Source: an optimization exercise on an open RTL-to-GDS flow (aim: small area). Production flows keep margins and buffers that such runs may drop. Function was checked by simulation only, so behaviour that the tests miss may differ from the original. The flow treats the clock pin as an ideal source, which a real chip does not have. Power is estimated from default activity; no workload was simulated.

==> flow/design.v <==
module AVR_109 (
    input  wire [7:0]  data_in,
    input  wire        ena_in,
    input  wire        clk,
    input  wire        reset_n,
    input  wire [15:0] prog_data_in,
    output wire        prog_mode,
    output wire [15:0] prog_addr,
    output wire [15:0] prog_data,
    output wire        prog_low,
    output wire        prog_high,
    output wire        txd,
    output wire        intercept_mode,
    output wire [7:0]  debug
);
   wire       rst = ~reset_n;
   wire       line, rx_avail, tx_idle, tx_avail;
   wire [7:0] rx_data, tx_data;
   wire [4:0] state;
   ut  u_ut  (.clk(clk), .rst(rst), .ena_in(ena_in), .data_in(data_in), .line(line));
   rxu u_rx  (.clk(clk), .rst(rst), .line(line), .rx_avail(rx_avail), .rx_data(rx_data));
   txu u_tx  (.clk(clk), .rst(rst), .tx_avail_d(tx_avail), .tx_data_d(tx_data),
              .txd(txd), .tx_idle(tx_idle));
   eng u_eng (.clk(clk), .rst(rst), .rx_avail(rx_avail), .rx_data(rx_data), .tx_idle(tx_idle),
              .prog_data_in(prog_data_in), .prog_mode(prog_mode), .prog_addr(prog_addr),
              .prog_low(prog_low), .prog_high(prog_high), .st(state),
              .intercept_mode(intercept_mode), .tx_avail_d(tx_avail), .tx_data_d(tx_data));
   assign prog_data = {rx_data, rx_data};
   assign debug     = {intercept_mode, line, txd, state};
endmodule
module ut(input clk, input rst, input ena_in, input [7:0] data_in, output reg line);
   reg [7:0] ut_data;
   reg [3:0] ut_cs;
   reg [6:0] ut_cnt;                  
   wire      ut_wrap = (ut_cnt == 7'd81);    
   always @(posedge clk)
      if (ena_in) ut_data <= data_in;
   always @(posedge clk) begin
      if (rst)
         ut_cs <= 4'd0;
      else if (ut_cs == 4'd0)
         ut_cs <= {3'b000, ena_in};
      else if (ut_wrap)
         ut_cs <= (ut_cs == 4'd10) ? 4'd0 : ut_cs + 4'd1;
      ut_cnt <= (ut_cs == 4'd0 || ut_wrap) ? 7'd0 : {ut_cnt[5:0], ~(ut_cnt[6] ^ ut_cnt[5])};
   end
   always @(*) begin
      case (ut_cs)
        4'd0:    line = 1'b1;
        4'd1:    line = 1'b0;
        4'd2:    line = ut_data[0];
        4'd3:    line = ut_data[1];
        4'd4:    line = ut_data[2];
        4'd5:    line = ut_data[3];
        4'd6:    line = ut_data[4];
        4'd7:    line = ut_data[5];
        4'd8:    line = ut_data[6];
        4'd9:    line = ut_data[7];
        4'd10:   line = ~^ut_data;
        default: line = 1'b1;
      endcase
   end
endmodule
module rxu(input clk, input rst, input line, output rx_avail, output [7:0] rx_data);
   reg       rx_active;
   reg [9:0] rx_sr;
   reg [6:0] rx_baud;
   wire      rx_tick = (rx_baud == 7'd52);
   assign rx_avail = ~rx_active & ~rx_baud[3];
   assign rx_data  = rx_sr[9:2];
   always @(posedge clk) begin
      if (rst)
         rx_active <= 1'b0;
      else if (!rx_active)
         rx_active <= ~line;
      else if (rx_tick && rx_sr[0] && line)
         rx_active <= 1'b0;
      if (rst || !rx_active)
         rx_baud <= 7'd88;
      else if (rx_tick)
         rx_baud <= 7'd0;
      else
         rx_baud <= {rx_baud[5:0], ~(rx_baud[6] ^ rx_baud[5])};
      if (!rx_active)
         rx_sr <= 10'b10_0000_0000;
      else if (rx_tick && !rx_sr[0])
         rx_sr <= {line, rx_sr[9:1]};
   end
endmodule
module txu(input clk, input rst, input tx_avail_d, input [7:0] tx_data_d, output txd, output tx_idle);
   reg [9:0] tx_sr;
   reg [6:0] tx_baud;
   reg       tx_pend;
   wire      tx_hi0   = ~|tx_sr[9:1];
   assign    tx_idle  = tx_hi0 & ~tx_sr[0];
   wire      tx_tick  = (tx_baud == 7'd52);    
   assign    txd = tx_sr[0] | tx_hi0 | tx_pend;
   always @(posedge clk) begin
      tx_pend <= tx_avail_d;
      tx_baud <= (tx_pend || tx_idle || tx_tick) ? 7'd0 : {tx_baud[5:0], ~(tx_baud[6] ^ tx_baud[5])};
      if (rst)
         tx_sr <= 10'd0;
      else if (tx_avail_d)
         tx_sr <= {1'b1, tx_data_d, 1'b0};
      else if (tx_tick)
         tx_sr <= {1'b0, tx_sr[9:1]};
   end
endmodule
module eng(input clk, input rst, input rx_avail, input [7:0] rx_data, input tx_idle, input [15:0] prog_data_in, output prog_mode, output [15:0] prog_addr, output prog_low, output prog_high, output [4:0] st, output intercept_mode, output reg tx_avail_d, output reg [7:0] tx_data_d);
   reg [4:0]  s;
   reg [4:0]  s_n;
   reg [7:0]  cnt;
   reg [15:0] addr;
   reg        pm;
   wire A = rx_avail, K = tx_idle;
   wire [7:0] r = rx_data;
   wire cz = (cnt == 8'd0);
   assign st = s;
   assign prog_addr = {1'b0, addr[15:1]};
   assign prog_mode = pm;
   assign intercept_mode = s[4] | s[3] | s[2] | s[1];
   wire s_inact = (s == 5'd0);
   wire s_att   = (s == 5'd1);
   wire s_idle  = (s == 5'd2);
   wire s_ahi   = (s == 5'd13);
   wire s_alo   = (s == 5'd14);
   wire s_clo   = (s == 5'd17) | (s == 5'd25);
   wire s_pget  = (s == 5'd19);
   wire s_put   = (s == 5'd20) | (s == 5'd28);
   wire s_rget  = (s == 5'd27);
   wire is1b = (r == 8'h1b);
   wire isaa = (r == 8'haa);
   wire is00 = (r == 8'h00);
   wire is46 = (r == 8'h46);
   wire att_ok = cnt[0] ? isaa : is1b;      
   wire strobe = s_pget & A;
   assign prog_low  = strobe & ~addr[0];
   assign prog_high = strobe & addr[0];
   wire inc = s_put;
   wire ldhi = s_ahi & A, ldlo = s_alo & A;
   reg  [15:0] c, t;                   
   integer i;
   always @(*) begin
      c[0] = 1'b1;
      for (i = 1; i < 16; i = i + 1) c[i] = c[i-1] & addr[i-1];
      t = inc ? c : 16'd0;
   end
   wire [15:0] addr_n = {ldhi ? r : addr[15:8] ^ t[15:8], ldlo ? r : addr[7:0] ^ t[7:0]};
   wire dec = (s_att & A & att_ok) | strobe | (s_rget & K);
   wire ldc = s_clo & A;
   reg  [7:0] z, b;                    
   always @(*) begin
      z[0] = 1'b1;
      for (i = 1; i < 8; i = i + 1) z[i] = z[i-1] & ~cnt[i-1];
      b = dec ? z : 8'd0;
   end
   wire [7:0] cnt_n = s_inact ? 8'd5 : ldc ? r : cnt ^ b;
   reg [4:0] nx;
   reg       adv;
   always @(*) begin
      case (s)
        5'd0:  adv = A & is1b;
        5'd1:  adv = A;
        5'd2:  adv = A & ~((r == 8'h0a) | is1b);
        5'd3, 5'd4, 5'd5, 5'd6, 5'd7, 5'd8, 5'd9, 5'd10, 5'd12, 5'd21, 5'd22, 5'd27: adv = K;
        5'd20, 5'd28: adv = 1'b1;
        default: adv = A;
      endcase
      tx_avail_d = K & ((s >= 5'd3 && s <= 5'd10) || s == 5'd12 || s == 5'd21 || s == 5'd27);
      case (s)
        5'd0:  nx = 5'd1;
        5'd1:  nx = ~att_ok ? 5'd0 : cz ? 5'd2 : 5'd1;
        5'd2:  case (r)
                        8'h41: nx = 5'd13;
                        8'h42: nx = 5'd16;
                        8'h45: nx = 5'd21;
                        8'h4c, 8'h50: nx = 5'd12;
                        8'h54: nx = 5'd11;
                        8'h56: nx = 5'd4;
                        8'h61: nx = 5'd6;
                        8'h62: nx = 5'd7;
                        8'h67: nx = 5'd24;
                        8'h74: nx = 5'd10;
                        default: nx = 5'd3;
                      endcase
        5'd3, 5'd5, 5'd6, 5'd9, 5'd10, 5'd12: nx = 5'd2;
        5'd22: nx = 5'd0;
        5'd11, 5'd14: nx = 5'd12;
        5'd16, 5'd24: nx = is00 ? s + 5'd1 : 5'd3;
        5'd18: nx = ~is46 ? 5'd3 : cz ? 5'd12 : 5'd19;
        5'd26: nx = ~is46 ? 5'd3 : cz ? 5'd2 : 5'd27;
        5'd20: nx = cz ? 5'd12 : 5'd19;
        5'd28: nx = cz ? 5'd2 : 5'd27;
        default: nx = s + 5'd1;
      endcase
      s_n = adv ? nx : s;
   end
   always @(*) begin
      case (s)
        5'd3:  tx_data_d = 8'h3f;
        5'd4:  tx_data_d = 8'h31;
        5'd5:  tx_data_d = 8'h30;
        5'd6, 5'd7: tx_data_d = 8'h59;
        5'd9:  tx_data_d = 8'hff;
        5'd12, 5'd21: tx_data_d = 8'h0d;
        5'd27: tx_data_d = addr[0] ? prog_data_in[15:8] : prog_data_in[7:0];
        default: tx_data_d = 8'h00;
      endcase
   end
   wire pm_n = s_inact ? 1'b0 : (s_idle & A & (r == 8'h50)) ? 1'b1 : (s_idle & A & (r == 8'h4c)) ? 1'b0 : pm;
   always @(posedge clk) begin
      cnt <= cnt_n;
      if (rst) begin
         s <= 5'd0; addr <= 16'd0; pm <= 1'b0;
      end else begin
         s <= s_n; addr <= addr_n; pm <= pm_n;
      end
   end
endmodule
==> flow/flow/run.sh <==
#!/bin/bash
set -euo pipefail
W=$(pwd)
R=$W/orfs/results/$FLOW_PLATFORM/AVR_109/base
bash standard.sh synth > synth.log 2>&1
cp $R/1_2_yosys.v $W/std_1_2_yosys.v
LIB=$FLOW_HOME/platforms/$FLOW_PLATFORM/lib/sky130_fd_sc_hd__tt_025C_1v80.lib
# ABC's deep synthesis is randomised: run it with four seeds at once and keep
# the smallest netlist.
for S in 0 1 2 3; do
  sed "s/&deepsyn /\&deepsyn -S $S /" $W/flow/resyn.abc > $W/resyn_$S.abc
  RESYN_LIB=$LIB RESYN_NOINSBUF=1 RESYN_NET=$W/std_1_2_yosys.v RESYN_OUT=$W/resyn_$S.v \
  RESYN_ABC=$W/resyn_$S.abc \
  RESYN_DONT_USE="sky130_fd_sc_hd__lpflow_bleeder_1 sky130_fd_sc_hd__lpflow_clkbufkapwr_1 sky130_fd_sc_hd__lpflow_clkbufkapwr_16 sky130_fd_sc_hd__lpflow_clkbufkapwr_2 sky130_fd_sc_hd__lpflow_clkbufkapwr_4 sky130_fd_sc_hd__lpflow_clkbufkapwr_8 sky130_fd_sc_hd__lpflow_clkinvkapwr_1 sky130_fd_sc_hd__lpflow_clkinvkapwr_16 sky130_fd_sc_hd__lpflow_clkinvkapwr_2 sky130_fd_sc_hd__lpflow_clkinvkapwr_4 sky130_fd_sc_hd__lpflow_clkinvkapwr_8 sky130_fd_sc_hd__lpflow_decapkapwr_12 sky130_fd_sc_hd__lpflow_decapkapwr_3 sky130_fd_sc_hd__lpflow_decapkapwr_4 sky130_fd_sc_hd__lpflow_decapkapwr_6 sky130_fd_sc_hd__lpflow_decapkapwr_8 sky130_fd_sc_hd__lpflow_inputiso0n_1 sky130_fd_sc_hd__lpflow_inputiso0p_1 sky130_fd_sc_hd__lpflow_inputiso1n_1 sky130_fd_sc_hd__lpflow_inputiso1p_1 sky130_fd_sc_hd__lpflow_inputisolatch_1 sky130_fd_sc_hd__lpflow_isobufsrc_1 sky130_fd_sc_hd__lpflow_isobufsrc_16 sky130_fd_sc_hd__lpflow_isobufsrc_2 sky130_fd_sc_hd__lpflow_isobufsrc_4 sky130_fd_sc_hd__lpflow_isobufsrc_8 sky130_fd_sc_hd__lpflow_isobufsrckapwr_16 sky130_fd_sc_hd__lpflow_lsbuf_lh_hl_isowell_tap_1 sky130_fd_sc_hd__lpflow_lsbuf_lh_hl_isowell_tap_2 sky130_fd_sc_hd__lpflow_lsbuf_lh_hl_isowell_tap_4 sky130_fd_sc_hd__lpflow_lsbuf_lh_isowell_4 sky130_fd_sc_hd__lpflow_lsbuf_lh_isowell_tap_1 sky130_fd_sc_hd__lpflow_lsbuf_lh_isowell_tap_2 sky130_fd_sc_hd__lpflow_lsbuf_lh_isowell_tap_4 sky130_fd_sc_hd__probe_p_8 sky130_fd_sc_hd__probec_p_8 " \
    yosys -c $W/flow/resyn.tcl > resyn_$S.log 2>&1 &
done
wait
best=""; best_area=""
for S in 0 1 2 3; do
  [[ -s $W/resyn_$S.v ]] || continue
  a=$(python3 $W/flow/area.py $LIB $W/resyn_$S.v) || continue
  echo "seed $S area $a" >> resyn_pick.log
  if [[ -z "$best" ]] || python3 -c "import sys; sys.exit(0 if $a < $best_area else 1)"; then
    best=$S; best_area=$a
  fi
done
echo "picked seed $best" >> resyn_pick.log
cp $W/resyn_$best.v $W/resyn_1_2_yosys.v
cp $W/resyn_1_2_yosys.v $R/1_2_yosys.v
rm -f $R/1_synth.odb
bash standard.sh \
  'BUFFER_PORTS_ARGS=-buffer_cell sky130_fd_sc_hd__buf_1' \
  "POST_CTS_TCL=$W/flow/post_cts.tcl" \
  'CTS_ARGS=-sink_clustering_enable -repair_clock_nets -buf_list sky130_fd_sc_hd__clkbuf_8 -dont_use_dummy_load -sink_clustering_size 30' \
  finish > layout.log 2>&1
==> flow/flow/area.py <==
#!/usr/bin/env python3
"""Print the total standard-cell area of a gate-level Verilog netlist.
usage: area.py LIBERTY NETLIST"""
import re, sys
lib = open(sys.argv[1]).read()
area = {m.group(1): float(m.group(2)) for m in re.finditer(
    r'cell\s*\(\s*"?(\w+)"?\s*\)\s*\{.*?area\s*:\s*([\d.]+)', lib, re.S)}
net = open(sys.argv[2]).read()
print(sum(area.get(c, 0.0) for c in re.findall(r'^\s*(sky130_\w+)\s+\S+\s*\(', net, re.M)))
==> flow/flow/post_cts.tcl <==
set limit 0.110
set_propagated_clock [all_clocks]
proc max_clk_slew {} {
  estimate_parasitics -placement
  set mx 0
  foreach p [get_pins -hierarchical */CLK] {
    foreach k {slew_max_rise slew_max_fall} {
      set s [get_property $p $k]
      if {$s > $mx} {set mx $s}
    }
  }
  return $mx
}
set base [max_clk_slew]
puts "post_cts: max clock-pin slew before $base"
foreach inst [[ord::get_db_block] getInsts] {
  set name [$inst getName]
  if {![string match "clkbuf_*_clk" $name]} { continue }
  set orig [[$inst getMaster] getName]
  foreach c {sky130_fd_sc_hd__clkbuf_2 sky130_fd_sc_hd__clkbuf_4} {
    if {$c == $orig} { break }
    replace_cell [get_cells $name] $c
    set s [max_clk_slew]
    if {$s <= $limit} {
      puts "post_cts: $name $orig -> $c (max slew $s)"
      break
    }
    replace_cell [get_cells $name] $orig
  }
}
detailed_placement
puts "post_cts: max clock-pin slew after [max_clk_slew]"
==> flow/flow/resyn.abc <==
strash
&get -n
&deepsyn -T 30
&put
dch -f
amap
topo
==> flow/flow/resyn.tcl <==
# Re-map the combinational logic of ORFS's synthesis netlist with a stronger
# ABC script. Registers (and their instance names) are kept as they are.
yosys -import
set lib $::env(RESYN_LIB)
set net $::env(RESYN_NET)
set out $::env(RESYN_OUT)
set abcs $::env(RESYN_ABC)
read_liberty -ignore_miss_func $lib
foreach m [list sky130_fd_sc_hd__dfxtp_1 sky130_fd_sc_hd__edfxtp_1 sky130_fd_sc_hd__dfxtp_2 sky130_fd_sc_hd__dfxtp_4 sky130_fd_sc_hd__dfrtp_1 sky130_fd_sc_hd__dfstp_1] {
  setattr -mod -set blackbox 1 $m
}
read_verilog $net
hierarchy -top AVR_109
flatten
yosys rename -hide w:_*_.*
opt -purge
set du {}
foreach c $::env(RESYN_DONT_USE) { lappend du -dont_use $c }
abc -liberty $lib {*}$du -script $abcs
setundef -zero
splitnets
opt_clean -purge
hilomap -singleton -hicell sky130_fd_sc_hd__conb_1 HI -locell sky130_fd_sc_hd__conb_1 LO
if {![info exists ::env(RESYN_NOINSBUF)]} { insbuf -buf sky130_fd_sc_hd__buf_1 A X }
opt_clean -purge
select AVR_109
write_verilog -noattr -nohex -nodec -selected $out
select -clear
tee -o /dev/stdout stat
==> flow/standard.sh <==
#!/bin/bash
# synth_recipe.tcl (not shown) runs the flow's synth.tcl, then flattens the netlist and writes it again
# the make line also repeats each setting of config.mk as NAME=value (left out here)
make -C /OpenROAD-flow-scripts/flow DESIGN_CONFIG=/design/flow/config.mk WORK_HOME=/design/flow/orfs CLKGATE_MAP_FILE= SYNTH_SCRIPT=/design/flow/synth_recipe.tcl "${@:-finish}"
==> flow/config.mk <==
export PLATFORM = sky130hd
export DESIGN_NAME = AVR_109
export DESIGN_NICKNAME = AVR_109
export VERILOG_FILES = /design/flow/design.v
export SDC_FILE = /design/flow/constraint.sdc
export NUM_CORES = 4
export LEC_CHECK = 0
export CAP_MARGIN = 20
export CORE_MARGIN = 2
export CORE_UTILIZATION = 65
export GPL_TIMING_DRIVEN = 0
export SLEW_MARGIN = 20
==> flow/constraint.sdc <==
create_clock -name core_clock -period 4.0 [get_ports {clk}]
set_input_delay 0.8000 -clock core_clock [delete_from_list [all_inputs] [get_ports {clk}]]
set_output_delay 0.8000 -clock core_clock [all_outputs]
set_load 0.01 [all_outputs]
==> results of run 1 <==
==> cells in the final DEF, fill, tap and decap left out, types with 18 or more instances in the layout <==
cell type   n
dfxtp_1    74
nor2_1     93
buf_1      70
a21oi_1    18
o21ai_0    35
o22ai_1    27
clkinv_1   69
nor3_1     18
nand2_1    54
==> layer usage <==
layer / global-route usage, % / vias to the layer above / part of all wire, %
met5: 0 / - / 0
met4: 11.5 / 0 / 2.0
met3: 4.78 / 28 / 7.5
met2: 51.4 / 206 / 47
met1: 41.1 / 1846 / 44
li1: - / 1955 / -
==> power by group <==
group / internal, mW / switching [mW]
Clock: 0.150 / 0.265
Sequential: 0.896 / 0.0362
Combinational: 0.131 / 0.226
==> cell type report <==
cell class,instances,area [um2],share of cell area (%)
Tap cell,75,93.8,2.14
Multi-Input combinational cell,346,1830,41.9
Timing Repair Buffer,74,293,6.69
Clock buffer,9,96.3,2.20
Inverter,71,274,6.26
Sequential cell,85,1790,40.8
==> metrics by stage <==
step | setup WS, ns | area, um2 | hold WS (ns) | cells
floorplan | 0.717 | 3880 | 0.402 | 502
global placement | 0.245 | 4240 | 0.403 | 647
detailed placement | 0.0911 | 4240 | 0.415 | 647
global route | 0.0406 | 4380 | 0.412 | 660
finish | 0.370 | 4380 | 0.399 | 660
==> flip-flops by register name, summed over array words and instances, names as in the netlist, 7 cells and up <==
| register | count |
|---|---|
| u_eng.addr | 16 |
| u_rx.rx_sr | 10 |
| u_tx.tx_sr | 10 |
| u_eng.cnt | 8 |
| u_ut.ut_data | 8 |
| u_rx.rx_baud | 7 |
| u_tx.tx_baud | 7 |
| u_ut.ut_cnt | 7 |
==> worst paths after layout <==
kind                        startpoint                        end  depth (start not counted)  slack (ns)
max            u_eng.s[4]$_SDFFE_PN0P_  u_eng.addr[15]$_SDFF_PN0_                         28        0.37
min          u_ut.ut_cnt[3]$_SDFF_PP0_  u_ut.ut_cnt[4]$_SDFF_PP0_                          2        0.40
max reg2reg    u_eng.s[4]$_SDFFE_PN0P_  u_eng.addr[15]$_SDFF_PN0_                         28        0.37
min reg2reg  u_ut.ut_cnt[3]$_SDFF_PP0_  u_ut.ut_cnt[4]$_SDFF_PP0_                          2        0.40
==> critical path, delay by kind of cell, from the launching register on <==
family,cells,cell delay (ns)
and+or+nand+nor,16,1.87
buffers and inverters,11,0.93
DFF,1,0.45
AOI/OAI and AO/OA,1,0.26
==> run notes, run 1 <==
----------------------------------------------------
[Status]
  Status ... timing/DRC/antenna clean

[Timing]
  Final worst path period share ... 90.7%
  Final count of pins violating max slew ... 0
  Count of endpoints failing hold in the final timing report ... 0
  Finish-stage setup viols ... 0
  Setup repair after global routing missed its margin ... false
  Worst Tran Pin Value ... ~0.76 ns
  Final worst clock skew ... 0.0359 ns
  Maximum frequency from static timing analysis ... 276 MHz
  Setup Total Neg Slack ... 0 ns
  Tightest slew margin relative to the limit ... 48.7%
  Clock period minus worst slack ... 3.63 ns

[Global routing]
  Number of antenna violations at the first check in global routing ... 0
  Total routing resource utilization after global routing ... 31.1%
  Vias in the first global route ... 3505
  Total overflow reported by the global router ... 0
  Global-route wire length before repair ... 15900 um
  Pin count of the biggest net entering global routing ... 16

[Setup path]
  Critical path's largest stage delay ... roughly 0.45 ns
  Worst path slowest cell ... dfxtp_2
  Element type at the critical path start ... flop
  CP endpoint kind ... flop
  Critical Path RT ... 4.42 ns
  Highest net fanout along the worst path ... 10
  Critical setup path kind ... flop to flop
  Cell mode on critical path ... clkinv_1
  Signal arrival time at the worst endpoint ... between 4 and 5 ns

[Cells and area]
  Fraction of layout instances using a drive strength above 1 ... around 3.2%
  Growth of design area from synthesis to finish ... 12.9%
  Filler cells ... between 400 and 500
  Fin util ... between 70 and 80%
  Final net count ... 614
  Final antenna diode count ... 0

[Clock network]
  Count of clock tree sinks ... 85
  Clk slew on worst S/H paths ... 0.10 ns
  TritonCTS clock tree ... done
  Clock latency at the later pin of the worst-skew pair ... 0.53 ns

[Drt]
  WL per Instance ... ~15 um
  Number of iterations in the first detailed-routing pass ... 6
  Via-per-instance ratio ... 6.11
  Routed via count ... between 4000 and 5000
  Post-Route WL ... 10000 um
  Number of design rule violations left after detail routing ... 0
  Number of nets still failing antenna checks after routing ... 0
  Detailed router's first-iteration violation count ... 430

[Floorplan]
  Die Y-Extent ... 81.3 um
  Total Die Area ... 6600 um2
  Placeable core region ... 5850 um2
  Die width ... between 80 and 90 um
  Num ports ... 72
  Starting density of the core ... about two thirds
  Rows ... 28

[Min path]
  Worst hold path class ... flop to flop

[Placement]
  Buffers on Ports ... 70
  Detail Placement HPWL ... roughly 7400 um
  Final weighted congestion of routability-driven global placement ... 0.978

[Power and ir drop]
  Standby leakage power ... 1.47 nW
  Power Density ... 390 nW/um2
  Overall power of the completed layout ... 1.71 mW
  Maximum vdd ir drop ... 0.000287 V

[Yosys]
  Gate count of the mapped netlist ... roughly 500
  Cell area after synthesis ... 3880 um2
  Mean cell area of the mapped netlist ... 7.73 um2
  Post-synthesis net count ... 529
  YS warnings ... 4

[Flow run]
  Max Cap Viol ... 0

----------------------------------------------------
==> run 2, diff against run 1 <==
--- a/flow/design.v
+++ b/flow/design.v
@@ -90,14 +90,18 @@
 module txu(input clk, input rst, input tx_avail_d, input [7:0] tx_data_d, output txd, output tx_idle);
    reg [9:0] tx_sr;
    reg [6:0] tx_baud;
-   reg       tx_pend;
+   wire      tx_pend  = (tx_baud == 7'd64);   
    wire      tx_hi0   = ~|tx_sr[9:1];
    assign    tx_idle  = tx_hi0 & ~tx_sr[0];
    wire      tx_tick  = (tx_baud == 7'd52);    
    assign    txd = tx_sr[0] | tx_hi0 | tx_pend;
    always @(posedge clk) begin
-      tx_pend <= tx_avail_d;
-      tx_baud <= (tx_pend || tx_idle || tx_tick) ? 7'd0 : {tx_baud[5:0], ~(tx_baud[6] ^ tx_baud[5])};
+      if (tx_avail_d)
+         tx_baud <= 7'd64;
+      else if (tx_idle || tx_tick)
+         tx_baud <= 7'd0;
+      else
+         tx_baud <= {tx_baud[5:0], ~(tx_baud[6] ^ tx_baud[5])};
       if (rst)
          tx_sr <= 10'd0;
       else if (tx_avail_d)
@@ -154,7 +158,7 @@
       for (i = 1; i < 8; i = i + 1) z[i] = z[i-1] & ~cnt[i-1];
       b = dec ? z : 8'd0;
    end
-   wire [7:0] cnt_n = s_inact ? 8'd5 : ldc ? r : cnt ^ b;
+   wire [7:0] cnt_n = s_inact ? {cnt[7:3] ^ b[7:3], 3'd5} : ldc ? r : cnt ^ b;
    reg [4:0] nx;
    reg       adv;
    always @(*) begin
@@ -169,7 +173,7 @@
       tx_avail_d = K & ((s >= 5'd3 && s <= 5'd10) || s == 5'd12 || s == 5'd21 || s == 5'd27);
       case (s)
         5'd0:  nx = 5'd1;
-        5'd1:  nx = ~att_ok ? 5'd0 : cz ? 5'd2 : 5'd1;
+        5'd1:  nx = ~att_ok ? 5'd0 : z[3] ? 5'd2 : 5'd1;
         5'd2:  case (r)
                         8'h41: nx = 5'd13;
                         8'h42: nx = 5'd16;
==> run 2 against run 1 <==
  * Synthesized area is 0.55% lower
  * Critical endpoint unchanged
  * Critical path depth is 2 lower
  * Largest power group unchanged
  * Still clean on timing, DRC and antenna
  * Hold slack improved by 0.026 ns
==> run notes, run 2 <==
----------------------------------------------------
[Status]
  Status ... timing/DRC/antenna clean

[Drt]
  Number of design rule violations left after detail routing ... 0 (unchanged)
  Routed via count ... 4009 (-0.64%)
  WL per Instance ... 15.4 um (+1.7%)
  Number of iterations in the first detailed-routing pass ... 5 (-1)
  Via-per-instance ratio ... 6.11 (about the same)
  Number of nets still failing antenna checks after routing ... 0 (unchanged)
  Detailed router's first-iteration violation count ... 387 (-10%)
  Post-Route WL ... 10100 um (+1.1%)

[Min path]
  Worst hold path class ... input port to flop

[Global routing]
  Vias in the first global route ... 3582 (+2.2%)
  Number of antenna violations at the first check in global routing ... 0 (unchanged)
  Total routing resource utilization after global routing ... 31.5% (+0.46 points)
  Total overflow reported by the global router ... 0 (unchanged)
  Global-route wire length before repair ... 16000 um (+0.51%)
  Pin count of the biggest net entering global routing ... 20 (+4)

[Placement]
  Final weighted congestion of routability-driven global placement ... 0.932 (-4.7%)
  Detail Placement HPWL ... 7500 um (+1.5%)
  Buffers on Ports ... 70 (unchanged)
  DP Area ... 4220 um2 (-0.50%)

[Cells and area]
  Commonest non-fill, non-tap cell in the layout ... clkinv_1
  Area of combinational cells with multiple inputs ... 1830 um2 (-0.41%)
  Final Instance Area ... 4330 um2 (-1.1%)
  Number of flip-flops in the largest register ... 16 (unchanged)
  Final net count ... 610 (-0.65%)
  Final antenna diode count ... 0 (unchanged)
  Area used by sequential logic in the layout ... 1770 um2 (-1.2%)
  Commonest cells after routing, fill and taps aside ... clkinv_1 (75), dfxtp_1 (74), nor2_1 (72)
  Fraction of layout instances using a drive strength above 1 ... 2.58% (-0.67 points)
  Top flop regs ... u_eng.addr (16), u_rx.rx_sr (10), u_tx.tx_sr (10)
  Filler cells ... 485 (+5.9%)
  Growth of design area from synthesis to finish ... 12.2%
  Largest reg by FF count ... u_eng.addr

[Setup path]
  Worst path slowest cell ... dfxtp_4
  Critical Path RT ... 4.43 ns (about the same)
  Buffers plus inverters on the worst setup path ... 10 (-1)
  Highest net fanout along the worst path ... 12 (+2)
  Critical path's largest stage delay ... 0.45 ns (about the same)
  Element type at the critical path start ... flop
  Critical setup path kind ... flop to flop
  Cell mode on critical path ... clkinv_1
  Top Family by Delay on Critical Path ... simple AND/OR/NAND/NOR gates
  Signal arrival time at the worst endpoint ... 4.08 ns (+0.03 ns)
  CP endpoint kind ... flop

[Power and ir drop]
  Maximum vdd ir drop ... 0.000251 V (-12%)
  Switching power summed over all nets ... 0.354 mW (-33%)
  Pint ... 1.04 mW (-12%)
  Power Density ... 322 nW/um2 (-17%)
  Standby leakage power ... 1.39 nW (-5.4%)
  Sw frac ... 25.4% (-5.6 points)
  Clock group share of total power ... 28.9% (+4.5 points)
  Combinational power share ... 8.0% (-13 points)
  Overall power of the completed layout ... 1.39 mW (-18%)
  Sequential power share ... 63.2% (+8.5 points)

[Clock network]
  Count of clock tree sinks ... 84 (-1.2%)
  Clk slew on worst S/H paths ... 0.10 ns (about the same)
  Clock latency at the later pin of the worst-skew pair ... 0.54 ns (about the same)
  TritonCTS clock tree ... done

[Timing]
  Setup repair after global routing missed its margin ... false
  Maximum frequency from static timing analysis ... 274 MHz (-0.59%)
  Final worst path period share ... 91.3% (+0.54 points)
  Tightest slew margin relative to the limit ... 49.6% (+0.92 points)
  Final worst clock skew ... 0.0321 ns (-0.00385 ns)
  Worst Tran Pin Value ... 0.749 ns (-0.0136 ns)
  Final count of pins violating max slew ... 0 (unchanged)
  Finish-stage setup viols ... 0 (unchanged)
  Clock period minus worst slack ... 3.65 ns (+0.0215 ns)
  Count of endpoints failing hold in the final timing report ... 0 (unchanged)

[Yosys]
  Gate count of the mapped netlist ... 502 (unchanged)
  Cell area after synthesis ... 3860 um2 (-0.55%)
  Mean cell area of the mapped netlist ... 7.69 um2 (-0.55%)
  Post-synthesis net count ... 529 (unchanged)
  YS warnings ... 4 (unchanged)

[Floorplan]
  Rows ... 28 (unchanged)
  Placeable core region ... 5820 um2 (-0.60%)
  Die width ... 81.1 um (-0.26%)
  Num ports ... 72 (unchanged)
  Die Y-Extent ... 81.1 um (-0.26%)
  Starting density of the core ... 66.4% (about the same)
  Total Die Area ... 6570 um2 (-0.52%)

[Flow run]
  Max Cap Viol ... 0 (unchanged)

----------------------------------------------------
run 2: worst paths after layout:
kind | start | to | slack (ns) | cells past startpoint
max reg2reg | u_eng.s[2]$_SDFFE_PN0P_ | u_eng.addr[15]$_SDFF_PN0_ | 0.35 | 26
min reg2reg | u_tx.tx_baud[3]$_SDFF_PP0_ | u_tx.tx_baud[4]$_SDFF_PP0_ | 0.43 | 2
min | data_in[7] | u_ut.ut_data[7]$_DFFE_PP_ | 0.42 | 1
max | u_eng.s[2]$_SDFFE_PN0P_ | u_eng.addr[15]$_SDFF_PN0_ | 0.35 | 26
run 2: through the flow:
step	TNS (ns)	utilization, %	hold WS, ns	cells	setup WS (ns)
floorplan	0	-	0.402	502	0.694
global placement	0	72.5	0.404	647	0.108
detailed placement	-0.0526	72.5	0.420	647	-0.0526
global route	0	74.4	0.394	656	0.000439
finish	0	74.4	0.425	656	0.349
run 2: worst reg2reg max path, cell delays in order, from the launching register on:
cell and delay (ns):
dfxtp_4 0.45, clkinvlp_4 0.17, nor2_1 0.24, clkinv_1 0.21, nor2_4 0.19, and3_1 0.23, nand2_1 0.08, clkinv_1 0.06
nand2_1 0.07, clkinv_1 0.08, and3_1 0.22, nand2_1 0.09, clkinv_1 0.06, nand2_1 0.08, clkinv_1 0.07, nand2_1 0.07
clkinv_1 0.06, nand2_1 0.07, clkinv_1 0.07, nand2_1 0.08, clkinv_1 0.07, nand2_1 0.08, clkinv_1 0.09, and3_1 0.21
and2_0 0.17, nor2_1 0.05, o32ai_1 0.23
run 2: cell type report:
class | count | area share, %
Multi-Input combinational cell | 342 | 42.2
Tap cell | 75 | 2.17
Clock buffer | 9 | 2.08
Timing Repair Buffer | 70 | 6.07
Inverter | 76 | 6.68
Sequential cell | 84 | 40.8
run 2: power groups by stage:
stage               clock (mW)  sequential (mW)  combinational (mW)
global route             0.432            0.883               0.122
detailed placement           0            0.901               0.108
global placement             0            0.900               0.104
floorplan                    0            0.897              0.0705
finish                   0.402            0.881               0.111
run 2: metal layers:
layer | vias up | global-route usage (%) | routed length (um)
met5 | - | 0 | 0
met4 | 0 | 10.0 | 160
met3 | 25 | 7.67 | 843
met2 | 188 | 53.1 | 4890
met1 | 1851 | 39.9 | 4230
li1 | 1945 | - | -
==> run 3, diff against run 2 <==
==> flow/flow/run.sh (replaced) <==
#!/bin/bash
set -euo pipefail
W=$(pwd)
R=$W/orfs/results/$FLOW_PLATFORM/AVR_109/base
bash standard.sh synth > synth.log 2>&1
cp $R/1_2_yosys.v $W/std_1_2_yosys.v
LIB=$FLOW_HOME/platforms/$FLOW_PLATFORM/lib/sky130_fd_sc_hd__tt_025C_1v80.lib
# ABC's deep synthesis is randomised: try four seeds, each with and without a
# final don't-care (mfs2) pass, four at a time, and keep the smallest netlist.
try() {  # try NAME SCRIPT SEED
  sed "s/&deepsyn /\\&deepsyn -S $3 /" $W/flow/$2 > $W/resyn_$1.abc
  RESYN_LIB=$LIB RESYN_NOINSBUF=1 RESYN_NET=$W/std_1_2_yosys.v RESYN_OUT=$W/resyn_$1.v \
  RESYN_ABC=$W/resyn_$1.abc \
  RESYN_DONT_USE="sky130_fd_sc_hd__lpflow_bleeder_1 sky130_fd_sc_hd__lpflow_clkbufkapwr_1 sky130_fd_sc_hd__lpflow_clkbufkapwr_16 sky130_fd_sc_hd__lpflow_clkbufkapwr_2 sky130_fd_sc_hd__lpflow_clkbufkapwr_4 sky130_fd_sc_hd__lpflow_clkbufkapwr_8 sky130_fd_sc_hd__lpflow_clkinvkapwr_1 sky130_fd_sc_hd__lpflow_clkinvkapwr_16 sky130_fd_sc_hd__lpflow_clkinvkapwr_2 sky130_fd_sc_hd__lpflow_clkinvkapwr_4 sky130_fd_sc_hd__lpflow_clkinvkapwr_8 sky130_fd_sc_hd__lpflow_decapkapwr_12 sky130_fd_sc_hd__lpflow_decapkapwr_3 sky130_fd_sc_hd__lpflow_decapkapwr_4 sky130_fd_sc_hd__lpflow_decapkapwr_6 sky130_fd_sc_hd__lpflow_decapkapwr_8 sky130_fd_sc_hd__lpflow_inputiso0n_1 sky130_fd_sc_hd__lpflow_inputiso0p_1 sky130_fd_sc_hd__lpflow_inputiso1n_1 sky130_fd_sc_hd__lpflow_inputiso1p_1 sky130_fd_sc_hd__lpflow_inputisolatch_1 sky130_fd_sc_hd__lpflow_isobufsrc_1 sky130_fd_sc_hd__lpflow_isobufsrc_16 sky130_fd_sc_hd__lpflow_isobufsrc_2 sky130_fd_sc_hd__lpflow_isobufsrc_4 sky130_fd_sc_hd__lpflow_isobufsrc_8 sky130_fd_sc_hd__lpflow_isobufsrckapwr_16 sky130_fd_sc_hd__lpflow_lsbuf_lh_hl_isowell_tap_1 sky130_fd_sc_hd__lpflow_lsbuf_lh_hl_isowell_tap_2 sky130_fd_sc_hd__lpflow_lsbuf_lh_hl_isowell_tap_4 sky130_fd_sc_hd__lpflow_lsbuf_lh_isowell_4 sky130_fd_sc_hd__lpflow_lsbuf_lh_isowell_tap_1 sky130_fd_sc_hd__lpflow_lsbuf_lh_isowell_tap_2 sky130_fd_sc_hd__lpflow_lsbuf_lh_isowell_tap_4 sky130_fd_sc_hd__probe_p_8 sky130_fd_sc_hd__probec_p_8 " \
    yosys -c $W/flow/resyn.tcl > resyn_$1.log 2>&1
}
for S in 0 1 2 3; do try p$S resyn.abc $S & done; wait
for S in 0 1 2 3; do try m$S resyn_mfs.abc $S & done; wait
best=""; best_area=""
for N in p0 p1 p2 p3 m0 m1 m2 m3; do
  [[ -s $W/resyn_$N.v ]] || continue
  a=$(python3 $W/flow/area.py $LIB $W/resyn_$N.v) || continue
  echo "$N area $a" >> resyn_pick.log
  if [[ -z "$best" ]] || python3 -c "import sys; sys.exit(0 if $a < $best_area else 1)"; then
    best=$N; best_area=$a
  fi
done
echo "picked $best" >> resyn_pick.log
cp $W/resyn_$best.v $W/resyn_1_2_yosys.v
cp $W/resyn_1_2_yosys.v $R/1_2_yosys.v
rm -f $R/1_synth.odb
bash standard.sh \
  'BUFFER_PORTS_ARGS=-buffer_cell sky130_fd_sc_hd__buf_1' \
  "POST_CTS_TCL=$W/flow/post_cts.tcl" \
  'CTS_ARGS=-sink_clustering_enable -repair_clock_nets -buf_list sky130_fd_sc_hd__clkbuf_8 -dont_use_dummy_load -sink_clustering_size 30' \
  finish > layout.log 2>&1
==> flow/flow/resyn_mfs.abc (new file) <==
strash
&get -n
&deepsyn -T 30
&put
dch -f
amap
mfs2 -a
strash
dch -f
amap
topo
==> run 3 against run 2 <==
  * Still clean
  * Wire length fell by 3.4%
  * Sequential cell count did not move
  * Combinational power fell by 7%
  * Clock power fell by 7.7%
  * Register-to-register slack got worse by 0.10 ns
  * Sequential share of layout area rose by 0.78 points
  * Setup slack got worse by 0.10 ns
  * Power fell by 2.9%
  * Non-clock buffer count did not move
  * Global-route usage fell by 0.57 points
  * Clock skew fell by 0.0035 ns
  * Cell count fell by 2.3%
  * Largest power group unchanged
  * Highest routed layer unchanged
==> run notes, run 3 <==
----------------------------------------------------
[Setup path]
  CP endpoint kind ... flop
  Critical setup path kind ... flop to flop
  Element type at the critical path start ... flop
  Critical Path RT ... 4.41 ns (-0.02 ns)
  Highest net fanout along the worst path ... 13 (+1)
  Signal arrival time at the worst endpoint ... 4.17 ns (+0.09 ns)

[Cells and area]
  Fraction of layout instances using a drive strength above 1 ... 2.11% (-0.47 points)
  Non-filler cells, final ... 641 (-2.3%)
  Commonest cells after routing, fill and taps aside ... nor2_1 (91), dfxtp_1 (75), buf_1 (70)
  Final net count ... 598 (-2.0%)
  Commonest non-fill, non-tap cell in the layout ... nor2_1
  Filler cells ... 450 (-7.2%)
  Number of flip-flops in the largest register ... 16 (unchanged)
  Growth of design area from synthesis to finish ... 11.8%
  Top flop regs ... u_eng.addr (16), u_rx.rx_sr (10), u_tx.tx_sr (10)
  Final antenna diode count ... 0 (unchanged)
  Largest reg by FF count ... u_eng.addr

[Global routing]
  Total routing resource utilization after global routing ... 31.0% (-0.57 points)
  Vias in the first global route ... 3513 (-1.9%)
  Global-route wire length before repair ... 15500 um (-3.1%)
  Total overflow reported by the global router ... 0 (unchanged)
  Number of antenna violations at the first check in global routing ... 0 (unchanged)
  Pin count of the biggest net entering global routing ... 21 (+5.0%)

[Clock network]
  Clock latency at the later pin of the worst-skew pair ... 0.51 ns (-0.03 ns)
  Clk slew on worst S/H paths ... 0.10 ns (about the same)
  TritonCTS clock tree ... done
  Count of clock tree sinks ... 84 (unchanged)

[Timing]
  Tightest slew margin relative to the limit ... 44.6% (-5.0 points)
  Final count of pins violating max slew ... 0 (unchanged)
  Finish-stage setup viols ... 0 (unchanged)
  Worst Slack Setup Final ... 0.248 ns (-0.101 ns)
  Maximum frequency from static timing analysis ... 267 MHz (-2.7%)
  Worst Tran Pin Value ... 0.823 ns (+0.0742 ns)
  Count of endpoints failing hold in the final timing report ... 0 (unchanged)
  Final worst path period share ... 93.8% (+2.5 points)
  Clock period minus worst slack ... 3.75 ns (+0.101 ns)
  Final worst clock skew ... 0.0285 ns (-0.00355 ns)

[Drt]
  Detailed router's first-iteration violation count ... 377 (-2.6%)
  Routed via count ... 3935 (-1.8%)
  Number of iterations in the first detailed-routing pass ... 5 (unchanged)
  WL per Instance ... 15.2 um (-1.2%)
  Post-Route WL ... 9770 um (-3.4%)
  Number of nets still failing antenna checks after routing ... 0 (unchanged)
  Number of design rule violations left after detail routing ... 0 (unchanged)
  Via-per-instance ratio ... 6.14 (+0.45%)

[Placement]
  Buffers on Ports ... 70 (unchanged)
  Post-placement setup slack ... -0.0731 ns (-0.0204 ns)
  Final weighted congestion of routability-driven global placement ... 0.953 (+2.2%)
  Detail Placement HPWL ... 7200 um (-4.0%)
  Post-placement cell count ... 632 (-2.3%)

[Min path]
  Worst hold path class ... flop to flop

[Floorplan]
  Die width ... 80.4 um (-0.76%)
  Placeable core region ... 5570 um2 (-4.2%)
  Rows ... 27 (-3.6%)
  Starting density of the core ... 68.1% (+1.8 points)
  Total Die Area ... 6470 um2 (-1.5%)
  Num ports ... 72 (unchanged)
  Die Y-Extent ... 80.4 um (-0.76%)

[Yosys]
  Post-synthesis net count ... 517 (-2.3%)
  Gate count of the mapped netlist ... 490 (-2.4%)
  Cell area after synthesis ... 3800 um2 (-1.6%)
  Mean cell area of the mapped netlist ... 7.75 um2 (+0.82%)
  YS warnings ... 4 (unchanged)

[Power and ir drop]
  Maximum vdd ir drop ... 0.000282 V (+12%)
  Power Density ... 319 nW/um2 (-0.95%)
  Standby leakage power ... 1.40 nW (about the same)

[Flow run]
  Max Cap Viol ... 0 (unchanged)

[Status]
  Status ... timing/DRC/antenna clean

----------------------------------------------------
[run 3: layout make-up]
class / instances / area (um2) / area share, %
clock buffer: 9 / 83.8 / 1.97
inverter: 58 / 218 / 5.13
multi-input combinational: 348 / 1830 / 43.0
sequential: 84 / 1770 / 41.6
tap: 72 / 90.1 / 2.12
timing repair buffer: 70 / 263 / 6.19
[run 3: where the power goes]
group	switching (mW)	leakage, nW	internal [mW]
clock network	0.242	0.0487	0.129
registers	0.0158	0.693	0.865
logic	0.0716	0.655	0.0311
total	0.329	1.40	1.03
[run 3: path summary, 6_finish.rpt]
| kind | startpoint | end | slack (ns) | depth (start not counted) |
|---|---|---|---|---|
| worst max-delay path | u_eng.s[2]$_SDFFE_PN0P_ | u_eng.addr[15]$_SDFF_PN0_ | 0.25 | 18 |
| worst min register to register | u_ut.ut_cnt[0]$_SDFF_PP0_ | u_ut.ut_cnt[1]$_SDFF_PP0_ | 0.40 | 2 |
| worst max register to register | u_eng.s[2]$_SDFFE_PN0P_ | u_eng.addr[15]$_SDFF_PN0_ | 0.25 | 18 |
| worst min-delay path | u_ut.ut_cnt[0]$_SDFF_PP0_ | u_ut.ut_cnt[1]$_SDFF_PP0_ | 0.40 | 2 |
[run 3: per-stage QoR]
step                      cell area [um2]  power, mW  setup TNS, ns  hold WS, ns  utilization [%]
after floorplan                      3800      0.960              0        0.402                -
after global placement               4150      0.997              0        0.406             74.5
after detailed placement             4150       1.00        -0.0731        0.416             74.5
after global routing                 4250       1.40      -0.000474        0.428             76.2
final                                4250       1.35              0        0.402             76.2
[run 3: worst max-delay path: stages (launching register included)]
cell	delay (ns)
dfxtp_4	0.45
clkinv_1	0.18
nor2_2	0.25
clkinv_1	0.15
nor2_1	0.25
and3_1	0.24
nand2_1	0.07
clkinv_1	0.05
nand2_1	0.06
clkinv_1	0.08
and3_1	0.21
and2_0	0.21
and3_1	0.25
and2_0	0.20
and3_1	0.24
and3_1	0.24
and2_0	0.19
nor2_1	0.06
o32ai_1	0.27
[run 3: routing by layer]
metal	vias to the layer above	share of wire, %	routed length (um)	track usage [%]
li1	1934	-	-	-
met1	1763	42	4110	38.6
met2	213	47	4630	51.7
met3	25	8.3	815	6.18
met4	0	2.2	218	14.1
met5	-	0	0	0
==> run 4, diff against run 3 <==
--- a/flow/flow/run.sh
+++ b/flow/flow/run.sh
@@ -5,7 +5,7 @@
 bash standard.sh synth > synth.log 2>&1
 cp $R/1_2_yosys.v $W/std_1_2_yosys.v
 LIB=$FLOW_HOME/platforms/$FLOW_PLATFORM/lib/sky130_fd_sc_hd__tt_025C_1v80.lib
-# ABC's deep synthesis is randomised: try four seeds, each with and without a
+# ABC's deep synthesis is randomised: try eight seeds, each with and without a
 # final don't-care (mfs2) pass, four at a time, and keep the smallest netlist.
 try() {  # try NAME SCRIPT SEED
   sed "s/&deepsyn /\\&deepsyn -S $3 /" $W/flow/$2 > $W/resyn_$1.abc
@@ -16,8 +16,10 @@
 }
 for S in 0 1 2 3; do try p$S resyn.abc $S & done; wait
 for S in 0 1 2 3; do try m$S resyn_mfs.abc $S & done; wait
+for S in 4 5 6 7; do try p$S resyn.abc $S & done; wait
+for S in 4 5 6 7; do try m$S resyn_mfs.abc $S & done; wait
 best=""; best_area=""
-for N in p0 p1 p2 p3 m0 m1 m2 m3; do
+for N in p0 p1 p2 p3 p4 p5 p6 p7 m0 m1 m2 m3 m4 m5 m6 m7; do
   [[ -s $W/resyn_$N.v ]] || continue
   a=$(python3 $W/flow/area.py $LIB $W/resyn_$N.v) || continue
   echo "$N area $a" >> resyn_pick.log
==> run 4 against run 3 <==
  * Still clean on timing, DRC and antenna
  * Final area is the same
  * Hold slack is the same
  * Synthesized cell count unchanged
  * Via count did not move
  * Cell count stayed put
  * Power unchanged
  * Register-to-register slack is essentially flat
  * Sequential cell count did not move
  * Critical path depth is the same
  * Clock power hardly changed
  * Wire length stayed put
  * Non-clock buffer count unchanged
==> run notes, run 4 <==
----------------------------------------------------
[Setup path]
  Signal arrival time at the worst endpoint ... 4.17 ns (about the same)
  Critical setup path kind ... flop to flop
  Highest net fanout along the worst path ... 13 (unchanged)
  Startpoint of the worst-slack reg-to-reg timing path ... u_eng.s[2]$_SDFFE_PN0P_
  R2r setup slk ... 0.25 ns (about the same)
  Element type at the critical path start ... flop
  R2r worst-path depth ... 18 (unchanged)
  Critical path cell sequence ... clkinv_1 -> nor2_2 -> clkinv_1 -> nor2_1 -> and3_1 -> nand2_1 -> clkinv_1 -> nand2_1 -> clkinv_1 -> and3_1 -> and2_0 -> and3_1 -> and2_0 -> and3_1 -> and3_1 -> and2_0 -> nor2_1 -> o32ai_1
  Worst path slowest cell ... dfxtp_4
  Cell mode on critical path ... and3_1
  Critical Path RT ... 4.41 ns (about the same)
  CP endpoint kind ... flop
  Critical path's largest stage delay ... 0.45 ns (about the same)
  Capture instance of the worst register-to-register path ... u_eng.addr[15]$_SDFF_PN0_

[Min path]
  Worst hold path class ... flop to flop
  Worst min-delay path endpoint ... u_ut.ut_cnt[1]$_SDFF_PP0_
  Hold_sp ... u_ut.ut_cnt[0]$_SDFF_PP0_
  Number of cells on the worst hold path ... 2 (unchanged)

[Cells and area]
  Top flop regs ... u_eng.addr (16), u_rx.rx_sr (10), u_tx.tx_sr (10)
  Final antenna diode count ... 0 (unchanged)
  Fraction of layout instances using a drive strength above 1 ... 2.11% (unchanged)
  Fin util ... 76.2% (unchanged)
  Commonest non-fill, non-tap cell in the layout ... nor2_1
  Number of flip-flops in the largest register ... 16 (unchanged)
  Commonest cells after routing, fill and taps aside ... nor2_1 (91), dfxtp_1 (75), buf_1 (70)
  Final net count ... 598 (unchanged)
  Non-filler cells, final ... 641 (unchanged)
  Largest reg by FF count ... u_eng.addr
  Growth of design area from synthesis to finish ... 11.8% (unchanged)

[Placement]
  Post-placement cell count ... 632 (unchanged)
  Final weighted congestion of routability-driven global placement ... 0.953 (unchanged)
  Detail Placement HPWL ... 7200 um (unchanged)
  Buffers on Ports ... 70 (unchanged)

[Floorplan]
  Die Y-Extent ... 80.4 um (unchanged)
  Placeable core region ... 5570 um2 (unchanged)
  Die width ... 80.4 um (unchanged)
  Starting density of the core ... 68.1% (unchanged)
  Total Die Area ... 6470 um2 (unchanged)
  Num ports ... 72 (unchanged)
  Rows ... 27 (unchanged)

[Drt]
  Post-Route WL ... 9770 um (unchanged)
  Routed via count ... 3935 (unchanged)
  Detailed router's first-iteration violation count ... 377 (unchanged)
  Via-per-instance ratio ... 6.14 (unchanged)
  Number of iterations in the first detailed-routing pass ... 5 (unchanged)
  Number of design rule violations left after detail routing ... 0 (unchanged)
  WL per Instance ... 15.2 um (unchanged)
  Number of nets still failing antenna checks after routing ... 0 (unchanged)

[Timing]
  Finish-stage setup viols ... 0 (unchanged)
  Clock period minus worst slack ... 3.75 ns (unchanged)
  Final worst path period share ... 93.8% (unchanged)
  Maximum frequency from static timing analysis ... 267 MHz (unchanged)
  Count of endpoints failing hold in the final timing report ... 0 (unchanged)
  Final Hold Slack ... 0.402 ns (unchanged)
  Tightest slew margin relative to the limit ... 44.6% (unchanged)
  Worst Tran Pin Value ... 0.823 ns (unchanged)
  Setup Total Neg Slack ... 0 ns (unchanged)
  Final worst clock skew ... 0.0285 ns (unchanged)
  Final count of pins violating max slew ... 0 (unchanged)

[Global routing]
  Total overflow reported by the global router ... 0 (unchanged)
  Pin count of the biggest net entering global routing ... 21 (unchanged)
  Vias in the first global route ... 3513 (unchanged)
  Number of antenna violations at the first check in global routing ... 0 (unchanged)
  Total routing resource utilization after global routing ... 31.0% (unchanged)
  Global-route wire length before repair ... 15500 um (unchanged)

[Yosys]
  Post-synthesis net count ... 517 (unchanged)
  YS warnings ... 4 (unchanged)
  Mean cell area of the mapped netlist ... 7.75 um2 (unchanged)
  Gate count of the mapped netlist ... 490 (unchanged)
  Cell area after synthesis ... 3800 um2 (unchanged)

[Power and ir drop]
  Power Density ... 319 nW/um2 (unchanged)
  Maximum vdd ir drop ... 0.000282 V (unchanged)
  Standby leakage power ... 1.40 nW (unchanged)

[Clock network]
  Clock latency at the later pin of the worst-skew pair ... 0.51 ns (about the same)
  Count of clock tree sinks ... 84 (unchanged)
  TritonCTS clock tree ... done
  Clk slew on worst S/H paths ... 0.10 ns (about the same)

[Flow run]
  Max Cap Viol ... 0 (unchanged)

[Status]
  Status ... timing/DRC/antenna clean

----------------------------------------------------
run 4: cell counts in the layout (fill, tap and decap cells not counted):
Identical to the previous run, type by type.
run 4: critical path, delay by kind of cell (launching register included):
family / cells / cell delay (ns)
and+or+nand+nor: 13 / 2.47
AOI/OAI and AO/OA: 1 / 0.27
buffers and inverters: 4 / 0.46
DFF: 1 / 0.45
run 4: power by group:
group / internal [mW] / leakage (nW) / total (mW) / switching, mW
Clock: 0.129 / 0.0487 / 0.371 / 0.242
Sequential: 0.865 / 0.693 / 0.881 / 0.0158
Combinational: 0.0311 / 0.655 / 0.103 / 0.0716
run 4: how the worst max path moves through the flow:
stage | depth (start not counted) | startpoint | to | slack (ns)
2_1_floorplan | 18 | u_eng.s[2]$_SDFFE_PN0P_ | u_eng.addr[15]$_SDFF_PN0_ | 0.69
3_3_place_gp | 18 | u_eng.s[2]$_SDFFE_PN0P_ | u_eng.addr[15]$_SDFF_PN0_ | 0.15
3_5_place_dp | 18 | u_eng.s[2]$_SDFFE_PN0P_ | u_eng.addr[15]$_SDFF_PN0_ | -0.07
5_1_grt | 14 | u_eng.s[1]$_SDFFE_PN0P_ | u_eng.s[4]$_SDFFE_PN0P_ | -0.0005
6_report | 18 | u_eng.s[2]$_SDFFE_PN0P_ | u_eng.addr[15]$_SDFF_PN0_ | 0.25
run 4: area by class of cell:
cell class                      instances  area (um2)
Multi-Input combinational cell        348        1830
Tap cell                               72        90.1
Clock buffer                            9        83.8
Inverter                               58         218
Sequential cell                        84        1770
Timing Repair Buffer                   70         263
Fill cell                             450        1330
run 4: through the flow:
step | setup slack, ns | cell area [um2] | power [mW]
2_1_floorplan | 0.693 | 3800 | 0.960
3_3_place_gp | 0.153 | 4150 | 0.997
3_5_place_dp | -0.0731 | 4150 | 1.00
5_1_grt | -0.000474 | 4250 | 1.40
6_report | 0.248 | 4250 | 1.35
run 4: layer usage:
| layer | global-route usage [%] | routed length, um |
|---|---|---|
| met4 | 14.1 | 218 |
| met2 | 51.7 | 4630 |
| met5 | 0 | 0 |
| met3 | 6.18 | 815 |
| met1 | 38.6 | 4110 |

## re-timing with driven ports
No port has a modelled driver above. Below, the same layouts with a new extraction and two added sets of constraints. Step 1, drivers: a clkbuf_16 drives clk and a buf_2 each remaining input, both assumed. Step 2, shift: input delay + t, output delay - t, t = (earliest + latest rising clock arrival at the registers) / 2. This alone moves slack from input paths to output paths. Slacks: ideal ports / drivers / drivers and shift; pairs: ideal ports / drivers.
| run | t, ns | slack for setup (ns) | latest minus earliest clock arrival (ns) | pins driven straight from the clock port |
|---|---|---|---|---|
| run 1 | 0.541 | 0.370 / 0.370 / 0.370 | 0.036 / 0.036 | 1 |
| run 2 | 0.553 | 0.349 / 0.349 / 0.349 | 0.033 / 0.033 | 1 |
| run 3 | 0.529 | 0.248 / 0.248 / 0.248 | 0.028 / 0.028 | 1 |
| run 4 | 0.529 | 0.248 / 0.248 / 0.248 | 0.028 / 0.028 | 1 |
After both steps setup and hold are still met in every run listed.
